Background: an optimization exercise with open tools, aiming at small area, a short achievable clock period and few clock cycles. Do not read the settings as production practice.
At most, simulation tests tie the RTL to the original design; equivalence was not proved.

==> flow/design.v <==
module sha256(
    input clk,
    input reset_n,
    input cs,
    input we,
    input [7:0] address,
    input [31:0] write_data,
    output [31:0] read_data
);
localparam ADDR_CTRL   = 8'h08;
localparam ADDR_STATUS = 8'h09;
localparam [31:0] IV0 = 32'h6a09e667;
localparam [31:0] IV1 = 32'hbb67ae85;
localparam [31:0] IV2 = 32'h3c6ef372;
localparam [31:0] IV3 = 32'ha54ff53a;
localparam [31:0] IV4 = 32'h510e527f;
localparam [31:0] IV5 = 32'h9b05688c;
localparam [31:0] IV6 = 32'h1f83d9ab;
localparam [31:0] IV7 = 32'h5be0cd19;
function [31:0] kfun(input [5:0] i);
    case (i)
        6'd00: kfun = 32'h428a2f98;
        6'd01: kfun = 32'h71374491;
        6'd02: kfun = 32'hb5c0fbcf;
        6'd03: kfun = 32'he9b5dba5;
        6'd04: kfun = 32'h3956c25b;
        6'd05: kfun = 32'h59f111f1;
        6'd06: kfun = 32'h923f82a4;
        6'd07: kfun = 32'hab1c5ed5;
        6'd08: kfun = 32'hd807aa98;
        6'd09: kfun = 32'h12835b01;
        6'd10: kfun = 32'h243185be;
        6'd11: kfun = 32'h550c7dc3;
        6'd12: kfun = 32'h72be5d74;
        6'd13: kfun = 32'h80deb1fe;
        6'd14: kfun = 32'h9bdc06a7;
        6'd15: kfun = 32'hc19bf174;
        6'd16: kfun = 32'he49b69c1;
        6'd17: kfun = 32'hefbe4786;
        6'd18: kfun = 32'h0fc19dc6;
        6'd19: kfun = 32'h240ca1cc;
        6'd20: kfun = 32'h2de92c6f;
        6'd21: kfun = 32'h4a7484aa;
        6'd22: kfun = 32'h5cb0a9dc;
        6'd23: kfun = 32'h76f988da;
        6'd24: kfun = 32'h983e5152;
        6'd25: kfun = 32'ha831c66d;
        6'd26: kfun = 32'hb00327c8;
        6'd27: kfun = 32'hbf597fc7;
        6'd28: kfun = 32'hc6e00bf3;
        6'd29: kfun = 32'hd5a79147;
        6'd30: kfun = 32'h06ca6351;
        6'd31: kfun = 32'h14292967;
        6'd32: kfun = 32'h27b70a85;
        6'd33: kfun = 32'h2e1b2138;
        6'd34: kfun = 32'h4d2c6dfc;
        6'd35: kfun = 32'h53380d13;
        6'd36: kfun = 32'h650a7354;
        6'd37: kfun = 32'h766a0abb;
        6'd38: kfun = 32'h81c2c92e;
        6'd39: kfun = 32'h92722c85;
        6'd40: kfun = 32'ha2bfe8a1;
        6'd41: kfun = 32'ha81a664b;
        6'd42: kfun = 32'hc24b8b70;
        6'd43: kfun = 32'hc76c51a3;
        6'd44: kfun = 32'hd192e819;
        6'd45: kfun = 32'hd6990624;
        6'd46: kfun = 32'hf40e3585;
        6'd47: kfun = 32'h106aa070;
        6'd48: kfun = 32'h19a4c116;
        6'd49: kfun = 32'h1e376c08;
        6'd50: kfun = 32'h2748774c;
        6'd51: kfun = 32'h34b0bcb5;
        6'd52: kfun = 32'h391c0cb3;
        6'd53: kfun = 32'h4ed8aa4a;
        6'd54: kfun = 32'h5b9cca4f;
        6'd55: kfun = 32'h682e6ff3;
        6'd56: kfun = 32'h748f82ee;
        6'd57: kfun = 32'h78a5636f;
        6'd58: kfun = 32'h84c87814;
        6'd59: kfun = 32'h8cc70208;
        6'd60: kfun = 32'h90befffa;
        6'd61: kfun = 32'ha4506ceb;
        6'd62: kfun = 32'hbef9a3f7;
        default: kfun = 32'hc67178f2;
    endcase
endfunction
function [31:0] ch(input [31:0] x, input [31:0] y, input [31:0] z);
    ch = (x & y) ^ ((~x) & z);
endfunction
function [31:0] maj(input [31:0] x, input [31:0] y, input [31:0] z);
    maj = (x & y) | (x & z) | (y & z);
endfunction
function [31:0] sum0(input [31:0] x);
    sum0 = {x[1:0], x[31:2]} ^ {x[12:0], x[31:13]} ^ {x[21:0], x[31:22]};
endfunction
function [31:0] sum1(input [31:0] x);
    sum1 = {x[5:0], x[31:6]} ^ {x[10:0], x[31:11]} ^ {x[24:0], x[31:25]};
endfunction
function [31:0] sig0(input [31:0] x);
    sig0 = {x[6:0], x[31:7]} ^ {x[17:0], x[31:18]} ^ {3'h0, x[31:3]};
endfunction
function [31:0] sig1(input [31:0] x);
    sig1 = {x[16:0], x[31:17]} ^ {x[18:0], x[31:19]} ^ {10'h0, x[31:10]};
endfunction
function [31:0] addbk(input [31:0] x, input [31:0] y);
    reg [31:0] gg, pp;
    integer i, l;
    begin
        gg = x & y;
        pp = x ^ y;
        for (l = 1; l < 32; l = l * 2)
            for (i = 2 * l - 1; i < 32; i = i + 2 * l) begin
                gg[i] = gg[i] | (pp[i] & gg[i - l]);
                pp[i] = pp[i] & pp[i - l];
            end
        for (l = 8; l >= 1; l = l / 2)
            for (i = 3 * l - 1; i < 32; i = i + 2 * l) begin
                gg[i] = gg[i] | (pp[i] & gg[i - l]);
                pp[i] = pp[i] & pp[i - l];
            end
        addbk = x ^ y ^ {gg[30:0], 1'b0};
    end
endfunction
function [31:0] addsk(input [31:0] x, input [31:0] y);
    reg [31:0] gg, pp, g2, p2;
    integer i, l;
    begin
        gg = x & y;
        pp = x ^ y;
        for (l = 1; l < 32; l = l * 2) begin
            g2 = gg;
            p2 = pp;
            for (i = 0; i < 32; i = i + 1)
                if (i % (2 * l) >= l) begin
                    g2[i] = gg[i] | (pp[i] & gg[(i / (2 * l)) * (2 * l) + l - 1]);
                    p2[i] = pp[i] & pp[(i / (2 * l)) * (2 * l) + l - 1];
                end
            gg = g2;
            pp = p2;
        end
        addsk = x ^ y ^ {gg[30:0], 1'b0};
    end
endfunction
reg        busy;        
reg        fin;         
reg [5:0]  u;           
reg [31:0] w [0:15];    
reg [31:0] H [0:7];     
reg [31:0] a, b, c, d, e, f, g, h;
reg [31:0] pkw;         
reg [31:0] kr;          
reg        load_iv;     
wire wr       = cs && we;
wire ctrl_wr  = wr && (address == ADDR_CTRL) && !busy;
wire start    = ctrl_wr && (write_data[0] || write_data[1]);
wire init     = write_data[0];
wire blk_wr   = wr && (address[7:4] == 4'h1);
wire last     = (u == 6'd0);
wire [31:0] hsel = H[address[2:0]];
assign read_data =
    (address == ADDR_STATUS)      ? {31'h0, !busy} :
    (address[7:3] == 5'b00100)    ? hsel :
    32'h0;
function [63:0] csa(input [31:0] x, input [31:0] y, input [31:0] z);
    csa = {((x & y) | (x & z) | (y & z)) << 1, x ^ y ^ z};
endfunction
wire [63:0] x1  = csa(pkw, sum1(e), ch(e, f, g));               
wire [63:0] xe  = csa(x1[31:0], x1[63:32], d);                  
wire [63:0] x2  = csa(sum0(a), maj(a, b, c), x1[31:0]);
wire [63:0] xa  = csa(x2[31:0], x2[63:32], x1[63:32]);          
wire [31:0] an  = xa[31:0] + xa[63:32];
wire [31:0] en  = xe[31:0] + xe[63:32];
wire [31:0] han = addbk(H[3], a);
wire [31:0] hen = addbk(H[7], e);
wire [63:0] m0  = csa(sig1(w[14]), w[9], sig0(w[1]));
wire [63:0] m1  = csa(m0[31:0], m0[63:32], w[0]);
wire [31:0] wn  = addsk(m1[31:0], m1[63:32]);
wire [31:0] s7  = init ? IV7 : H[7];
wire [63:0] q   = csa(busy ? g : s7, busy ? w[1] : w[0], kr);
wire [31:0] pn  = q[31:0] + q[63:32];
wire [31:0] wdg = {32{!busy}} & write_data;
integer i;
always @(posedge clk) begin
    fin <= reset_n && busy && last;
    if (!reset_n)
        busy <= 1'b0;
    else if (start)
        busy <= 1'b1;
    else if (last)
        busy <= 1'b0;
    if (!reset_n)
        u <= 6'd0;
    else if (start)
        u <= 6'd1;
    else if (busy && !last)
        u <= u + 6'd1;
    pkw <= pn;
    kr  <= (start || (busy && !last)) ? kfun(u + 6'd1) : kfun(6'd0);
    for (i = 0; i < 15; i = i + 1)
        if (busy || (blk_wr && address[3:0] == i))
            w[i] <= ({32{busy}} & w[i + 1]) | wdg;
    if (busy || (blk_wr && address[3:0] == 4'd15))
        w[15] <= ({32{busy}} & wn) | wdg;
    if (start) begin
        if (init) begin
            a <= IV0; b <= IV1; c <= IV2; d <= IV3;
            e <= IV4; f <= IV5; g <= IV6; h <= IV7;
        end else begin
            a <= H[0]; b <= H[1]; c <= H[2]; d <= H[3];
            e <= H[4]; f <= H[5]; g <= H[6]; h <= H[7];
        end
    end else begin
        a <= an; b <= a; c <= b; d <= c;
        e <= en; f <= e; g <= f; h <= g;
    end
    load_iv <= start && init;
    if (load_iv) begin
        H[0] <= IV0; H[1] <= IV1; H[2] <= IV2; H[3] <= IV3;
        H[4] <= IV4; H[5] <= IV5; H[6] <= IV6; H[7] <= IV7;
    end else if ((busy && (u[5:0] > 6'd61 || last)) || fin) begin
        H[0] <= han; H[1] <= H[0]; H[2] <= H[1]; H[3] <= H[2];
        H[4] <= hen; H[5] <= H[4]; H[6] <= H[5]; H[7] <= H[6];
    end
end
endmodule
Settings: LEC_CHECK=0, CAP_MARGIN=20, CORE_MARGIN=2, CORE_UTILIZATION=40, SETUP_SLACK_MARGIN=5, SLEW_MARGIN=20, TNS_END_PERCENT=100; clock period 10.0 ns.
run.sh (not shown) runs the stock make flow with config.mk's settings and CLKGATE_MAP_FILE= SYNTH_SCRIPT=/design/flow/synth_recipe.tcl, a recipe that flattens the netlist after the stock synthesis.
Testbench counts at the start, summed over its fixed seeds: cycles 80,808.
Edit:
--- a/flow/design.v
+++ b/flow/design.v
@@ -149,20 +149,29 @@
 reg [31:0] H [0:7];     
 reg [31:0] a, b, c, d, e, f, g, h;
 reg [31:0] pkw;         
 reg [31:0] kr;          
-reg        load_iv;     
+reg        pre;         
 wire wr       = cs && we;
-wire ctrl_wr  = wr && (address == ADDR_CTRL) && !busy;
+wire ctrl_wr  = wr && (address == ADDR_CTRL) && !busy && !pre;
 wire start    = ctrl_wr && (write_data[0] || write_data[1]);
 wire init     = write_data[0];
+wire go       = (start && !init) || pre;    
 wire blk_wr   = wr && (address[7:4] == 4'h1);
 wire last     = (u == 6'd0);
-wire [31:0] hsel = H[address[2:0]];
-assign read_data =
-    (address == ADDR_STATUS)      ? {31'h0, !busy} :
-    (address[7:3] == 5'b00100)    ? hsel :
-    32'h0;
+wire        hit_h = (address[7:3] == 5'b00100);
+wire [7:0]  sel_h;
+genvar gi;
+generate
+    for (gi = 0; gi < 8; gi = gi + 1) begin : g_sel
+        assign sel_h[gi] = hit_h && (address[2:0] == gi);
+    end
+endgenerate
+wire [31:0] hsel = ({32{sel_h[0]}} & H[0]) | ({32{sel_h[1]}} & H[1]) |
+                   ({32{sel_h[2]}} & H[2]) | ({32{sel_h[3]}} & H[3]) |
+                   ({32{sel_h[4]}} & H[4]) | ({32{sel_h[5]}} & H[5]) |
+                   ({32{sel_h[6]}} & H[6]) | ({32{sel_h[7]}} & H[7]);
+assign read_data = hsel | {31'h0, (address == ADDR_STATUS) && !busy && !pre};
 function [63:0] csa(input [31:0] x, input [31:0] y, input [31:0] z);
     csa = {((x & y) | (x & z) | (y & z)) << 1, x ^ y ^ z};
 endfunction
 wire [63:0] x1  = csa(pkw, sum1(e), ch(e, f, g));               
@@ -175,48 +184,42 @@
 wire [31:0] hen = addbk(H[7], e);
 wire [63:0] m0  = csa(sig1(w[14]), w[9], sig0(w[1]));
 wire [63:0] m1  = csa(m0[31:0], m0[63:32], w[0]);
 wire [31:0] wn  = addsk(m1[31:0], m1[63:32]);
-wire [31:0] s7  = init ? IV7 : H[7];
-wire [63:0] q   = csa(busy ? g : s7, busy ? w[1] : w[0], kr);
+wire [63:0] q   = csa(busy ? g : H[7], busy ? w[1] : w[0], kr);
 wire [31:0] pn  = q[31:0] + q[63:32];
 wire [31:0] wdg = {32{!busy}} & write_data;
 integer i;
 always @(posedge clk) begin
     fin <= reset_n && busy && last;
+    pre <= reset_n && start && init;
     if (!reset_n)
         busy <= 1'b0;
-    else if (start)
+    else if (go)
         busy <= 1'b1;
     else if (last)
         busy <= 1'b0;
     if (!reset_n)
         u <= 6'd0;
-    else if (start)
+    else if (go)
         u <= 6'd1;
     else if (busy && !last)
         u <= u + 6'd1;
     pkw <= pn;
-    kr  <= (start || (busy && !last)) ? kfun(u + 6'd1) : kfun(6'd0);
+    kr  <= (go || (busy && !last)) ? kfun(u + 6'd1) : kfun(6'd0);
     for (i = 0; i < 15; i = i + 1)
         if (busy || (blk_wr && address[3:0] == i))
             w[i] <= ({32{busy}} & w[i + 1]) | wdg;
     if (busy || (blk_wr && address[3:0] == 4'd15))
         w[15] <= ({32{busy}} & wn) | wdg;
-    if (start) begin
-        if (init) begin
-            a <= IV0; b <= IV1; c <= IV2; d <= IV3;
-            e <= IV4; f <= IV5; g <= IV6; h <= IV7;
-        end else begin
-            a <= H[0]; b <= H[1]; c <= H[2]; d <= H[3];
-            e <= H[4]; f <= H[5]; g <= H[6]; h <= H[7];
-        end
-    end else begin
+    if (busy) begin
         a <= an; b <= a; c <= b; d <= c;
         e <= en; f <= e; g <= f; h <= g;
-    end
-    load_iv <= start && init;
-    if (load_iv) begin
+    end else begin
+        a <= H[0]; b <= H[1]; c <= H[2]; d <= H[3];
+        e <= H[4]; f <= H[5]; g <= H[6]; h <= H[7];
+    end
+    if (start && init) begin
         H[0] <= IV0; H[1] <= IV1; H[2] <= IV2; H[3] <= IV3;
         H[4] <= IV4; H[5] <= IV5; H[6] <= IV6; H[7] <= IV7;
     end else if ((busy && (u[5:0] > 6'd61 || last)) || fin) begin
         H[0] <= han; H[1] <= H[0]; H[2] <= H[1]; H[3] <= H[2];
Result: The changed run went through all stages and came out clean. Cell area falls by about 3.3%. Non-clock buffer count falls by 51. Critical path depth came out higher by 4. Via count fell by about 7%. Clock skew goes down by 0.0069 ns. Setup slack gets worse by 0.30 ns. Core utilization decreases by 0.32 points.
For the second run of this note, only the layout was checked, not whether the RTL still works.

[separate check: timing with driven ports]
In the flow no input, the clock included, has a driving cell. The finished layouts below were timed again as built, in two steps. Step 1 sets driving cells, clkbuf_16 on the clock port and buf_2 on the other inputs (assumed; they add their load-dependent delay and slew). Step 2, shift: input delay + t, output delay - t, t = (earliest + latest rising clock arrival at the registers) / 2. This alone moves slack from input paths to output paths. Slacks: ideal ports / drivers / drivers and shift; pairs: ideal ports / drivers.
| run | t (ns) | slack for setup (ns) | hold WS [ns] | slew at the worst register clock pin (ns) | worst slew at a driven data input, ns |
|---|---|---|---|---|---|
| the first run | 0.831 | 4.636 / 4.569 / 4.414 | 0.435 / 0.435 / 0.435 | 0.08 / 0.08 | 0.15 |
| the second run | 0.831 | 4.340 / 4.225 / 4.225 | 0.458 / 0.458 / 0.458 | 0.07 / 0.07 | 0.17 |
After both steps setup and hold are still met in every run listed. The setup slack of the first run, which loses most, moves by -0.067 ns with the drivers and by -0.222 ns with both steps.
